Source: an optimization exercise on an open RTL-to-GDS flow (aim: small area). Production flows keep margins and buffers that such runs may drop. In this exercise RTL edits were held to simulation tests only and were not proved equivalent to the original. The flow treats the clock pin as an ideal source. Dropping or thinning the clock tree relies on that and would not hold on a real chip.

==> flow/design.v <==
module pattern_controller (
    input  wire       clk,
    input  wire       reset_n,
    input  wire [1:0] pattern_type,
    input  wire [2:0] color,
    input  wire [2:0] speed,
    output reg        start,
    output reg  [2:0] img_grb,
    output wire       img_all,
    output reg  [2:0] img_pos
);
    reg [1:0]  type_reg;
    reg [2:0]  color_reg;
    reg [2:0]  speed_reg;
    reg        update;         
    reg        running;        
    reg [12:0] step_lo;
    reg [4:0]  step_hi;
    reg [1:0]  pos_delta;      
    reg        direction;
    reg        flash_state;
    localparam [12:0] LO_FIRST = 13'h05a3;   
    localparam [12:0] LO_NEXT  = 13'h0b46;   
    localparam [12:0] LO_TERM  = 13'h0dbe;
    function [2:0] color_value;
        input [2:0] sel;
        case (sel)
            3'd0: color_value = 3'b010;
            3'd1: color_value = 3'b100;
            3'd2: color_value = 3'b001;
            3'd3: color_value = 3'b110;
            3'd4: color_value = 3'b101;
            3'd5: color_value = 3'b011;
            3'd6: color_value = 3'b111;
            default: color_value = 3'b000;
        endcase
    endfunction
    wire changed = (pattern_type != type_reg) || (color != color_reg) || (speed != speed_reg);
    wire lo_end  = (step_lo == LO_TERM);
    wire expire  = running && !update && lo_end && (step_hi == 5'd25);
    wire [2:0] cv = color_value(color_reg);
    wire       step_back = pos_delta[1] & pos_delta[0];
    wire [2:0] led_position = img_pos + {step_back, step_back, pos_delta[0]};
    assign img_all = pos_delta[1] & ~pos_delta[0];
    always @(posedge clk) begin
        if (update | expire)
            step_lo <= LO_FIRST;
        else if (lo_end)
            step_lo <= LO_NEXT;
        else
            step_lo <= {step_lo[11:0], step_lo[12] ^ step_lo[9]};
    end
    always @(posedge clk or negedge reset_n) begin
        if (!reset_n) begin
            type_reg <= 2'b00;
            color_reg <= 3'b000;
            speed_reg <= 3'b000;
            start <= 1'b0;
            update <= 1'b0;
            running <= 1'b0;
            step_hi <= 5'h0;
            pos_delta <= 2'b00;
            direction <= 0;
            flash_state <= 0;
            img_grb <= 3'b000;
            img_pos <= 3'd0;
        end else begin
            start <= update | expire;
            update <= !update && changed;
            type_reg <= pattern_type;
            color_reg <= color;
            speed_reg <= speed;
            if (update)
                running <= 1'b1;
            if (update | expire)
                step_hi <= {1'b0, speed_reg, 1'b0};
            else if (lo_end)
                step_hi <= step_hi - 1'b1;
            if (update) begin
                img_grb <= cv;
                case (type_reg)
                    2'b01, 2'b10: begin
                        img_pos <= 3'd0;
                        pos_delta <= 2'b00;
                        direction <= 1'b0;
                    end
                    default: begin
                        img_pos <= led_position;
                        pos_delta <= 2'b10;
                        if (type_reg == 2'b11)
                            flash_state <= 1'b1;
                    end
                endcase
            end else if (expire) begin
                case (type_reg)
                    2'b01: begin
                        img_grb <= cv;
                        img_pos <= led_position;
                        pos_delta <= 2'b01;
                    end
                    2'b10: begin
                        img_grb <= cv;
                        img_pos <= led_position;
                        if (direction == 1'b0) begin
                            pos_delta <= 2'b01;
                            if (led_position >= 3'd6) direction <= 1'b1;
                        end else begin
                            pos_delta <= 2'b11;
                            if (led_position <= 3'd1) direction <= 1'b0;
                        end
                    end
                    2'b11: begin
                        flash_state <= ~flash_state;
                        img_grb <= flash_state ? cv : 3'b000;
                        img_pos <= led_position;
                        pos_delta <= 2'b10;
                    end
                    default: ;
                endcase
            end
        end
    end
endmodule
module ws2812_driver (
    input  wire       clk,
    input  wire       reset_n,
    input  wire       start,
    input  wire [2:0] img_grb,
    input  wire       img_all,
    input  wire [2:0] img_pos,
    output reg        led_data
);
    reg [6:0] cnt;
    reg [3:0] sr;
    reg [2:0] bit_cnt;
    reg [2:0] led_idx;    
    localparam [6:0] HIGH0 = 7'b1001001;   
    localparam [6:0] HIGH1 = 7'b1110111;   
    localparam [6:0] LOW0  = 7'b1010100;   
    localparam [6:0] LOW1  = 7'b0010110;   
    localparam [6:0] GAP0  = 7'b1110110;   
    localparam [6:0] GAPN  = 7'b1000000;   
    localparam [6:0] TERM  = 7'b0110100;
    wire term     = (cnt == TERM);
    wire led_done = (sr[2:0] == 3'b000);
    wire blk_zero = (bit_cnt == 3'd0) && (led_idx == 3'd0);
    wire [2:0] word = (img_all || img_pos == led_idx) ? img_grb : 3'b000;
    wire idle = (sr == 4'b0000) && blk_zero;
    always @(posedge clk) begin
        if (idle ? start : term) begin
            if (idle | !led_data & led_done & sr[3] & (led_idx != 3'd0))
                cnt <= TERM;
            else if (led_data)
                cnt <= sr[3] ? LOW1 : LOW0;
            else if (!led_done)
                cnt <= sr[3] ? HIGH1 : HIGH0;
            else if (sr[3])
                cnt <= GAP0;
            else
                cnt <= GAPN;
        end else begin
            cnt <= {cnt[5:0], cnt[6] ^ cnt[0]};
        end
    end
    always @(posedge clk or negedge reset_n) begin
        if (!reset_n) begin
            sr <= 4'b0000;
            bit_cnt <= 3'd0;
            led_idx <= 3'd0;
            led_data <= 1'b0;
        end else if (idle) begin
            if (start) begin
                sr <= {word, 1'b1};
                led_idx <= led_idx + 1'b1;
            end
        end else if (term) begin
            if (led_data) begin
                led_data <= 1'b0;
                bit_cnt <= bit_cnt + 1'b1;
                if (bit_cnt == 3'd7)
                    sr <= {sr[2:0], 1'b0};
            end else if (!led_done) begin
                led_data <= 1'b1;
            end else if (sr[3]) begin
                if (led_idx != 3'd0) begin
                    sr <= {word, 1'b1};
                    led_idx <= led_idx + 1'b1;
                end else begin
                    sr <= 4'b0000;
                    bit_cnt <= bit_cnt + 1'b1;
                end
            end else begin
                bit_cnt <= bit_cnt + 1'b1;
                if (bit_cnt == 3'd7)
                    led_idx <= led_idx + 1'b1;
            end
        end
    end
endmodule
module top_led_controller #(
    parameter NUM_LED = 8
)(
    input  wire clk,
    input  wire reset_n,
    input  wire [1:0] pattern_type,
    input  wire [2:0] color,
    input  wire [2:0] speed,
    output wire led_data
);
    wire       start;
    wire [2:0] img_grb;
    wire       img_all;
    wire [2:0] img_pos;
    pattern_controller u_pattern_controller (
        .clk(clk), .reset_n(reset_n),
        .pattern_type(pattern_type), .color(color), .speed(speed),
        .start(start), .img_grb(img_grb), .img_all(img_all), .img_pos(img_pos)
    );
    ws2812_driver u_ws2812_driver (
        .clk(clk), .reset_n(reset_n), .start(start),
        .img_grb(img_grb), .img_all(img_all), .img_pos(img_pos),
        .led_data(led_data)
    );
endmodule
==> flow/config.mk <==
export PLATFORM = sky130hd
export DESIGN_NAME = top_led_controller
export DESIGN_NICKNAME = top_led_controller
export VERILOG_FILES = /design/flow/design.v
export SDC_FILE = /design/flow/constraint.sdc
export NUM_CORES = 4
export LEC_CHECK = 0
export CAP_MARGIN = 20
export CORE_MARGIN = 2
export CORE_UTILIZATION = 75
export PLACE_DENSITY = 0.9
export SLEW_MARGIN = 20
==> flow/constraint.sdc <==
create_clock -name core_clock -period 10.0 [get_ports {clk}]
set_input_delay 2.0000 -clock core_clock [delete_from_list [all_inputs] [get_ports {clk}]]
set_output_delay 2.0000 -clock core_clock [all_outputs]
set_load 0.01 [all_outputs]
standard.sh (not shown) runs the stock make flow with config.mk's settings and CLKGATE_MAP_FILE= SYNTH_SCRIPT=/design/flow/synth_recipe.tcl, a recipe that flattens the netlist after the stock synthesis.
==> flow/flow/run.sh <==
#!/bin/bash
# Own layout flow:
#  1. the standard synthesis (bash standard.sh synth), unchanged;
#  2. its combinational logic re-mapped by ABC for area, flip-flop cells and
#     their names untouched: several ABC scripts (deep synthesis with fixed
#     seeds and stop rules) are tried, and the smallest result is used whose
#     logic between flip-flops and ports a SAT proof shows equal to the
#     standard synthesis's;
#  3. the standard layout steps with single-drive port buffers and a clock
#     tree of small buffers without dummy loads.
# Each tool's output goes to a log_*.txt file in the work folder.
set -uo pipefail
W=$(pwd)
F=$W/flow
R=$W/orfs/results/$FLOW_PLATFORM/top_led_controller/base
L=$W/orfs/logs/$FLOW_PLATFORM/top_led_controller/base
LIB=$FLOW_HOME/platforms/$FLOW_PLATFORM/lib/sky130_fd_sc_hd__tt_025C_1v80.lib

bash standard.sh synth > $W/log_synth.txt 2>&1 || exit 1
cp $R/1_2_yosys.v $W/std_synth.v

python3 $F/splitlib.py $LIB $W/comb.lib $W/seq.lib > $W/log_splitlib.txt 2>&1 || exit 1
DU=$(grep -o -- "-dont_use [A-Za-z0-9_]*" $L/1_2_yosys.log | sort -u | tr '\n' ' ')
python3 $F/cutff.py $W/seq.lib $W/std_synth.v $W/eq_gold.v gold 2> $W/log_cut_gold.txt

cand() {
    local s=$1 n
    n=$(basename $s .script)
    yosys -p "read_liberty -lib $W/seq.lib; read_liberty $W/comb.lib; read_verilog $W/std_synth.v; hierarchy -top $FLOW_TOP; flatten; opt_clean; abc -script $s -liberty $LIB $DU; opt_clean -purge; hilomap -singleton -hicell sky130_fd_sc_hd__conb_1 HI -locell sky130_fd_sc_hd__conb_1 LO; splitnets; opt_clean -purge; rename -enumerate; tee -o $W/${n}.stat stat -liberty $LIB; write_verilog -noattr -nohex -nodec $W/${n}.v" > $W/log_${n}.txt 2>&1 || return
    python3 $F/cutff.py $W/seq.lib $W/${n}.v $W/eq_${n}.v gate 2> $W/log_cut_${n}.txt || return
    yosys -p "read_liberty $W/comb.lib; read_verilog $W/eq_gold.v $W/eq_${n}.v; hierarchy -check; flatten gold gate; miter -equiv -flatten -make_outputs gold gate miter; hierarchy -top miter; sat -verify -prove trigger 0 miter" > $W/log_eq_${n}.txt 2>&1 || return
    echo "$n $(grep -o "Chip area for module .*: [0-9.]*" $W/${n}.stat | grep -o "[0-9.]*$")" > $W/ok_${n}.txt
}
export -f cand
export W F LIB DU FLOW_TOP
ls $F/abc_*.script | xargs -P ${NUM_CORES:-4} -I{} bash -c 'cand {}'
cat $W/ok_*.txt > $W/log_candidates.txt 2>/dev/null
best=$(sort -k2 -g $W/log_candidates.txt | head -1 | cut -d' ' -f1)
echo "chosen: ${best:-standard}" >> $W/log_candidates.txt
if [ -n "$best" ]; then
    cp $W/${best}.v $R/1_2_yosys.v
    rm -f $R/1_synth.odb $R/1_synth.sdc
fi

PORTBUF="BUFFER_PORTS_ARGS=-buffer_cell sky130_fd_sc_hd__buf_1"
bash standard.sh "$PORTBUF" place > $W/log_place.txt 2>&1 || exit 1

# Clock tree: a few clock buffers straight from the clock port, one per group
# of nearby flip-flops; the first configuration (smallest area first) whose
# estimated clock-pin slew stays under 0.115 ns is used, else TritonCTS.
for cfg in "3 sky130_fd_sc_hd__clkbuf_8 1" "3 sky130_fd_sc_hd__clkbuf_8 0" "4 sky130_fd_sc_hd__clkbuf_8 1" "4 sky130_fd_sc_hd__clkbuf_8 0" "3 sky130_fd_sc_hd__clkbuf_16 1"; do
    set -- $cfg
    if LIB=$LIB PLATFORM_DIR=$FLOW_HOME/platforms/$FLOW_PLATFORM IN_ODB=$R/3_place.odb IN_SDC=$R/3_place.sdc \
       NBUF=$1 BUFCELL=$2 BALANCE=$3 MAX_SLEW=0.115 OUT_ODB=$R/4_1_cts.odb OUT_SDC=$W/cts_out.sdc \
       openroad -no_init -exit $F/mcts.tcl > $W/log_cts_$1_$2_$3.txt 2>&1; then
        cp $R/4_1_cts.odb $R/4_cts.odb
        cp $W/cts_out.sdc $R/4_cts.sdc
        echo "clock tree: $cfg" > $W/log_cts_chosen.txt
        break
    fi
    rm -f $R/4_1_cts.odb
done

bash standard.sh "$PORTBUF" \
    CTS_ARGS="-sink_clustering_enable -repair_clock_nets -dont_use_dummy_load -buf_list sky130_fd_sc_hd__clkbuf_4 -sink_clustering_size 30 -sink_clustering_max_diameter 400" \
    finish > $W/log_layout.txt 2>&1 || exit 1
Other scripts of this flow, unchanged in this note and not shown: flow/flow/abc_c2amap.script, flow/flow/abc_c2nf.script, flow/flow/abc_ds1_amap.script, flow/flow/abc_ds1_nf.script, flow/flow/abc_ds2_amap.script, flow/flow/abc_ds2_nf.script, flow/flow/abc_ds3_amap.script, flow/flow/abc_ds3_nf.script, flow/flow/abc_ds4_amap.script, flow/flow/abc_ds4_nf.script, flow/flow/abc_ds5_amap.script, flow/flow/abc_ds5_nf.script, flow/flow/abc_ds6_amap.script, flow/flow/abc_ds6_nf.script, flow/flow/abc_ds7_amap.script, flow/flow/abc_ds7_nf.script, flow/flow/abc_ds8_amap.script, flow/flow/abc_ds8_nf.script, flow/flow/cutff.py, flow/flow/mcts.tcl, flow/flow/splitlib.py
Then changed:
--- a/flow/config.mk
+++ b/flow/config.mk
@@ -10,2 +10,2 @@
-export CORE_UTILIZATION = 75
-export PLACE_DENSITY = 0.9
+export CORE_UTILIZATION = 85
+export PLACE_DENSITY = 0.95
The new run stopped in 3_1_place_gp_skip_io.
Area after synthesis is unchanged.
Synthesized cell count does not change.
Then changed:
--- a/flow/config.mk
+++ b/flow/config.mk
@@ -10,2 +10,2 @@
-export CORE_UTILIZATION = 85
-export PLACE_DENSITY = 0.95
+export CORE_UTILIZATION = 70
+export PLACE_DENSITY = 0.85
The changed run went through all stages and came out clean.
Synthesized cell count is unchanged.
Area after synthesis is unchanged.
The clock cells of the first and third runs of this note come from the design's own scripts or RTL, not from TritonCTS.

[re-timing with driven ports]
In the flow no input, the clock included, has a driving cell. The finished layouts below were timed again as built, in two steps. Step 1: set_driving_cell puts a clkbuf_16 on clk and a buf_2 on each other input, an assumption about the parent block. Step 2 adds t to the input delays and takes it off the output delays; t is the mean of the earliest and latest rising clock arrival at the registers after step 1. Input paths then give back, and output paths get back, about the clock's delay inside the block. Three values: ideal ports, drivers, drivers and shift; two values: the first two.
run | shift t [ns] | setup WS [ns] | clock arrival spread, ns | worst slew at a driven data input, ns | cell pins on the clock port's net
the first run | 0.195 | 5.843 / 5.843 / 5.843 | 0.010 / 0.010 | 0.03 | 4
the third run | 0.196 | 5.874 / 5.874 / 5.874 | 0.013 / 0.013 | 0.03 | 4
After both steps every run listed still meets setup and hold.
